Context: an optimization exercise on an open-source flow, tuned for small area. The choices shown serve that exercise and are no tape-out recipe.
Where RTL was checked, it was by simulation tests only, not by an equivalence proof against the original.
Power figures rest on the tool's default switching activity, not on a simulated workload.

==> flow/design.v (excerpt) <==
module Proj4WhackAMole(
    input  MAX10_CLK1_50,
    input  rst,              
    input  [9:0] SW,
    input  [3:0] BTN_N,
    output [7:0] MATRIX_ROW_N,
    output [7:0] MATRIX_COL,
    output [7:0] HEX0,
    output [7:0] HEX1,
    output [7:0] HEX2,
    output [7:0] HEX3,
    output [7:0] HEX4,
    output [7:0] HEX5,
    output [9:0] LEDR
);
For scale: about 490 cells after synthesis, ~90 I/O pins, roughly 3500 um^2 of cells after synthesis.
Settings: LEC_CHECK=0, ABC_AREA=1, CAP_MARGIN=20, CORE_MARGIN=2, CORE_UTILIZATION=40, CTS_BUF_LIST=sky130_fd_sc_hd__clkbuf_4, SLEW_MARGIN=20; clock period 20.0 ns.
standard.sh (not shown) runs the stock make flow with config.mk's settings and CLKGATE_MAP_FILE= SYNTH_SCRIPT=/design/flow/synth_recipe.tcl, a recipe that flattens the netlist after the stock synthesis.
==> flow/flow/run.sh <==
#!/bin/bash
# Own layout flow: the standard synthesis, then the combinational logic re-mapped for
# area (registers untouched), then the standard ORFS layout with small port buffers
# and a small clock tree.
set -euo pipefail
W=$(pwd)
R=$W/orfs/results/$FLOW_PLATFORM/Proj4WhackAMole/base
YOSYS=$FLOW_HOME/../tools/install/yosys/bin/yosys
LIB=$FLOW_HOME/platforms/$FLOW_PLATFORM/lib/sky130_fd_sc_hd__tt_025C_1v80.lib

bash standard.sh synth > $W/log_1_standard_synth.log 2>&1
cp $R/1_2_yosys.v $W/standard_synth.v

LIBFILE=$LIB TOP=$FLOW_TOP NETLIST_IN=$W/standard_synth.v NETLIST_OUT=$W/resynth.v \
  STAT_OUT=$W/resynth_stat.txt ABC_SCRIPT=$W/flow/area.abc DONT_USE_FILE=$W/flow/dont_use.txt \
  $YOSYS -c $W/flow/resynth.tcl > $W/log_2_resynth.log 2>&1

cp $W/resynth.v $R/1_2_yosys.v
rm -f $R/1_synth.odb $R/1_synth.sdc
export BUFFER_PORTS_ARGS="-buffer_cell sky130_fd_sc_hd__buf_1"
export CTS_ARGS="$(cat $W/flow/cts_args.txt)"
bash standard.sh finish > $W/log_3_standard_layout.log 2>&1
==> flow/flow/cts_args.txt <==
-sink_clustering_enable -repair_clock_nets -dont_use_dummy_load -buf_list sky130_fd_sc_hd__clkbuf_16 -sink_clustering_size 60 -sink_clustering_max_diameter 300
Other scripts of this flow, unchanged in this note and not shown: flow/flow/area.abc, flow/flow/dont_use.txt, flow/flow/resynth.tcl
The starting point went through all stages and came out clean.
Change:
==> flow/flow/cts_args.txt (replaced) <==
-sink_clustering_enable -repair_clock_nets -dont_use_dummy_load -buf_list sky130_fd_sc_hd__clkbuf_8 -sink_clustering_size 30 -sink_clustering_max_diameter 100
What happened: Wire length came out lower by about 0.6%; power fell by 18%; first-iteration DRC count goes up by 34%; synthesized cell count went up by 2.5%; synthesized area stays flat; global-route usage decreases by 0.31 points; worst setup slack loses 0.23 ns; fmax came out lower by 2.3%.
No functional check of the RTL was part of any run of this note.

========
## west
The RTL this note starts from:
==> flow/design.v <==
module Proj4WhackAMole(
    input  MAX10_CLK1_50,
    input  rst,              
    input  [9:0] SW,
    input  [3:0] BTN_N,
    output [7:0] MATRIX_ROW_N,
    output [7:0] MATRIX_COL,
    output [7:0] HEX0,
    output [7:0] HEX1,
    output [7:0] HEX2,
    output [7:0] HEX3,
    output [7:0] HEX4,
    output [7:0] HEX5,
    output [9:0] LEDR
);
wire clk = MAX10_CLK1_50;
reg [2:0] c6;        
reg [3:0] c10;       
reg [2:0] row_sel;
wire tick_scan = (c6 == 3'd2);
wire tick_game = tick_scan && (c10 == 4'd4);
always @(posedge clk) begin
    if (rst) begin
        c6      <= 3'd0;
        c10     <= 4'd0;
        row_sel <= 3'd0;
    end else begin
        c6 <= (c6 == 3'd5) ? 3'd0 : c6 + 3'd1;
        if (tick_scan) begin
            row_sel <= row_sel + 3'd1;
            c10     <= (c10 == 4'd9) ? 4'd0 : c10 + 4'd1;
        end
    end
end
wire smash_TL = ~BTN_N[0];
wire smash_TR = ~BTN_N[1];
wire smash_BL = ~BTN_N[2];
wire smash_any = ~&BTN_N;
wire [1:0] smash_zone =
    smash_TL ? 2'b00 :
    smash_TR ? 2'b01 :
    smash_BL ? 2'b10 : 2'b11;
wire start      = SW[0];
wire greset     = SW[1];
wire stats      = SW[2];
wire difficulty = SW[3];
localparam IDLE         = 3'd0;
localparam LIGHT_MOLE   = 3'd1;
localparam GAME_OVER    = 3'd2;
localparam WAIT_INPUT   = 3'd4;
localparam CHECK        = 3'd5;
localparam SCORE_UPDATE = 3'd6;
localparam NEXT_ROUND   = 3'd7;
reg [2:0] state;
wire show_mole = state[2];
reg [4:0] sc_t;  reg [3:0] sc_o;    
reg [4:0] hi_t;  reg [3:0] hi_o;    
reg [1:0] t_h;   reg [3:0] t_t;  reg [3:0] t_o;    
reg [1:0] a_h;   reg [3:0] a_t;     
reg [1:0] lives;
reg [7:0] lfsr;
reg prev_smash_any, prev_start;
wire [1:0] mole_row_group = lfsr[2:1];
wire [1:0] mole_col_group = lfsr[4:3];
wire [1:0] mole_zone = {lfsr[2], lfsr[4]};
wire smash_edge = smash_any & ~prev_smash_any;
wire start_edge = start & ~prev_start;
wire sc_wrap  = (sc_t == 5'd25) && (sc_o == 4'd5);
wire sc_o9    = (sc_o == 4'd9);
wire sc_eq_hi = (sc_t == hi_t) && (sc_o == hi_o);
wire [4:0] sc_t_n = sc_wrap ? 5'd0 : sc_o9 ? sc_t + 5'd1 : sc_t;
wire [3:0] sc_o_n = (sc_wrap || sc_o9) ? 4'd0 : sc_o + 4'd1;
wire timeout = (t_o == 4'd0) && (t_t == a_t) && (t_h == a_h);
always @(posedge clk) begin
  if (rst) begin
    state <= IDLE;
    sc_t  <= 5'd0;
    sc_o  <= 4'd0;
    hi_t  <= 5'd0;
    hi_o  <= 4'd0;
    lives <= 2'd3;
    lfsr  <= 8'hA3;
  end else if (tick_game) begin
    if (greset) begin
        state <= IDLE;
        sc_t  <= 5'd0;
        sc_o  <= 4'd0;
        lives <= 2'd3;
        lfsr  <= 8'hA3;
        hi_t  <= 5'd0;
        hi_o  <= 4'd0;
    end else begin
        case (state)
            IDLE: begin
                sc_t  <= 5'd0;
                sc_o  <= 4'd0;
                lives <= 2'd3;
                if (start) state <= LIGHT_MOLE;
            end
            LIGHT_MOLE: begin
                lfsr  <= {lfsr[6:0], lfsr[7] ^ lfsr[5]};
                state <= WAIT_INPUT;
            end
            WAIT_INPUT: begin
                if (smash_edge)
                    state <= (smash_zone == mole_zone) ? SCORE_UPDATE : CHECK;
                else if (timeout)
                    state <= CHECK;
            end
            CHECK: begin
                lives <= lives - 2'd1;
                state <= (lives == 2'd1) ? GAME_OVER : NEXT_ROUND;
            end
            SCORE_UPDATE: begin
                sc_t <= sc_t_n;
                sc_o <= sc_o_n;
                if (sc_eq_hi && !sc_wrap) begin
                    hi_t <= sc_t_n;
                    hi_o <= sc_o_n;
                end
                state <= NEXT_ROUND;
            end
            NEXT_ROUND: state <= LIGHT_MOLE;
            GAME_OVER:  if (start_edge) state <= IDLE;
            default:    state <= IDLE;
        endcase
    end
  end
end
always @(posedge clk) begin
  if (tick_game) begin
    prev_smash_any <= smash_any;
    prev_start     <= start;
    if (!greset) begin
        case (state)
            IDLE: begin
                t_h <= 2'd0; t_t <= 4'd0; t_o <= 4'd0;
                a_h <= difficulty ? 2'd1 : 2'd2;
                a_t <= difficulty ? 4'd2 : 4'd0;
            end
            LIGHT_MOLE: begin
                t_h <= 2'd0; t_t <= 4'd0; t_o <= 4'd0;
            end
            WAIT_INPUT: begin
                if (t_o == 4'd9) begin
                    t_o <= 4'd0;
                    if (t_t == 4'd9) begin
                        t_t <= 4'd0;
                        t_h <= t_h + 2'd1;
                    end else
                        t_t <= t_t + 4'd1;
                end else
                    t_o <= t_o + 4'd1;
            end
            SCORE_UPDATE: begin
                if (a_h != 2'd0 || a_t != 4'd6) begin
                    if (a_t == 4'd0) begin
                        a_t <= 4'd9;
                        a_h <= a_h - 2'd1;
                    end else
                        a_t <= a_t - 4'd1;
                end
            end
            default: ;
        endcase
    end
  end
end
wire row_hit = show_mole && !row_sel[0] && (row_sel[2:1] == mole_row_group);
genvar gi;
generate
    for (gi = 0; gi < 8; gi = gi + 1) begin : g_mat
        assign MATRIX_ROW_N[gi] = (row_sel == gi);
        if (gi % 2 == 0)
            assign MATRIX_COL[gi] = ~(row_hit && (mole_col_group == gi / 2));
        else
            assign MATRIX_COL[gi] = 1'b1;
    end
endgenerate
assign LEDR[0] = (lives != 2'd0);
assign LEDR[1] = lives[1];
assign LEDR[2] = (lives == 2'd3);
assign LEDR[9:3] = 7'b0000000;
wire in_idle   = (lives == 2'd3) && (sc_t == 5'd0) && (sc_o == 4'd0) && !show_mole;
wire game_over = (lives == 2'd0);
reg [3:0] d0, d1, d2, d3, d4, d5;
always @(*) begin
    d5 = sc_t[3:0];
    d4 = sc_o;
    d3 = 4'd0;
    d2 = {2'b00, t_h};
    d1 = t_t;
    d0 = t_o;
    if (in_idle) begin
        d5 = 4'hF; d4 = 4'd5; d3 = 4'hC; d2 = 4'hA; d1 = 4'hD; d0 = 4'hC;
    end else if (game_over && !stats) begin
        d5 = 4'hF; d4 = 4'hB; d3 = 4'd0; d2 = 4'd5; d1 = 4'hE; d0 = 4'hF;
    end else if (game_over && stats) begin
        d5 = 4'hF; d4 = 4'hF; d3 = 4'hF; d2 = 4'hF; d1 = hi_t[3:0]; d0 = hi_o;
    end
end
wire [7:0] h0, h1, h2, h3, h4, h5;
SevenSeg s0(d0, h0);
SevenSeg s1(d1, h1);
SevenSeg s2(d2, h2);
SevenSeg s3(d3, h3);
SevenSeg s4(d4, h4);
SevenSeg s5(d5, h5);
assign HEX0 = h0;
assign HEX1 = h1;
assign HEX2 = {h2[7] & game_over & stats, h2[6:0]};
assign HEX3 = h3;
assign HEX4 = h4;
assign HEX5 = h5;
endmodule
module SevenSeg(
    input [3:0] val,
    output reg [7:0] seg
);
always @(*) begin
    case (val)
        4'd0: seg = 8'b11000000;
        4'd1: seg = 8'b11111001;
        4'd2: seg = 8'b10100100;
        4'd3: seg = 8'b10110000;
        4'd4: seg = 8'b10011001;
        4'd5: seg = 8'b10010010;
        4'd6: seg = 8'b10000010;
        4'd7: seg = 8'b11111000;
        4'd8: seg = 8'b10000000;
        4'd9: seg = 8'b10010000;
        4'hA: seg = 8'b10001000;
        4'hB: seg = 8'b11000111;
        4'hC: seg = 8'b10000111;
        4'hD: seg = 8'b10101111;
        4'hE: seg = 8'b10000110;
        default: seg = 8'b11111111;
    endcase
end
endmodule
make LEC_CHECK=0 ABC_AREA=1 CAP_MARGIN=20 CORE_MARGIN=2 CORE_UTILIZATION=40 CTS_BUF_LIST=sky130_fd_sc_hd__clkbuf_4 SLEW_MARGIN=20 finish   # period 20.0 ns
run.sh (not shown) runs the stock make flow with config.mk's settings and CLKGATE_MAP_FILE= SYNTH_SCRIPT=/design/flow/synth_recipe.tcl, a recipe that flattens the netlist after the stock synthesis.
Stock flow here: none of the scripts above is used.
west completed every stage of the flow, and the final layout passed the timing, DRC and antenna checks.
#### Input delta (middle over west)
# west
export LEC_CHECK = 0
export ABC_AREA = 1
export CAP_MARGIN = 20
export CORE_MARGIN = 2
export CORE_UTILIZATION = 40
export CTS_BUF_LIST = sky130_fd_sc_hd__clkbuf_4
export SLEW_MARGIN = 20
create_clock -name core_clock -period 20.0 [get_ports {MAX10_CLK1_50}]
# middle
export LEC_CHECK = 0
export ABC_AREA = 1
export CAP_MARGIN = 20
export CORE_MARGIN = 2
export CORE_UTILIZATION = 40
export SLEW_MARGIN = 20
create_clock -name core_clock -period 20.0 [get_ports {MAX10_CLK1_50}]
- Looking at met2 wirelength from detailed routing, middle sits about 2.7% above west.
- Summary of middle over west: global-route usage now sits higher, time the worst path needs with I/O delays and setup shrank by 39 ps, growth of design area from synthesis to finish grew by 3.1 points, clock skew now smaller, core utilization moved up.
- middle vs. west: part of the power in combinational logic has decreased, pin slew with the least headroom to its limit shrank by 4.1 ps, clock network power share now sits higher, sequential cell area fraction in the yosys report about even, period utilization went down 0.20 points.

separate check: timing with driven ports:
The flow's constraints put no driver on any port. The routed layouts listed below were extracted and timed again, unchanged, in two steps. Step 1, drivers: a clkbuf_16 drives MAX10_CLK1_50 and a buf_2 each remaining input, both assumed. Step 2, shift: input delay + t, output delay - t, t = (earliest + latest rising clock arrival at the registers) / 2. This alone moves slack from input paths to output paths. Slacks: no drivers / after step 1 / after step 2; pairs: no drivers / after step 1.
| run | t (ns) | setup WS [ns] | worst hold slack (ns) | worst setup path at the end | cell pins on the clock port's net |
|---|---|---|---|---|---|
| the first run of note 1 | 0.348 | 10.122 / 10.096 / 10.096 | 0.456 / 0.456 / 0.456 | input to output | 1 |
| the second run of note 1 | 0.358 | 9.890 / 9.863 / 9.863 | 0.457 / 0.457 / 0.457 | input to output | 1 |
| west | 0.435 | 9.350 / 9.323 / 9.323 | 0.479 / 0.479 / 0.479 | input to output | 1 |
| middle | 0.361 | 9.389 / 9.362 / 9.362 | 0.467 / 0.467 / 0.467 | input to output | 1 |
After both steps every run listed still meets setup and hold.
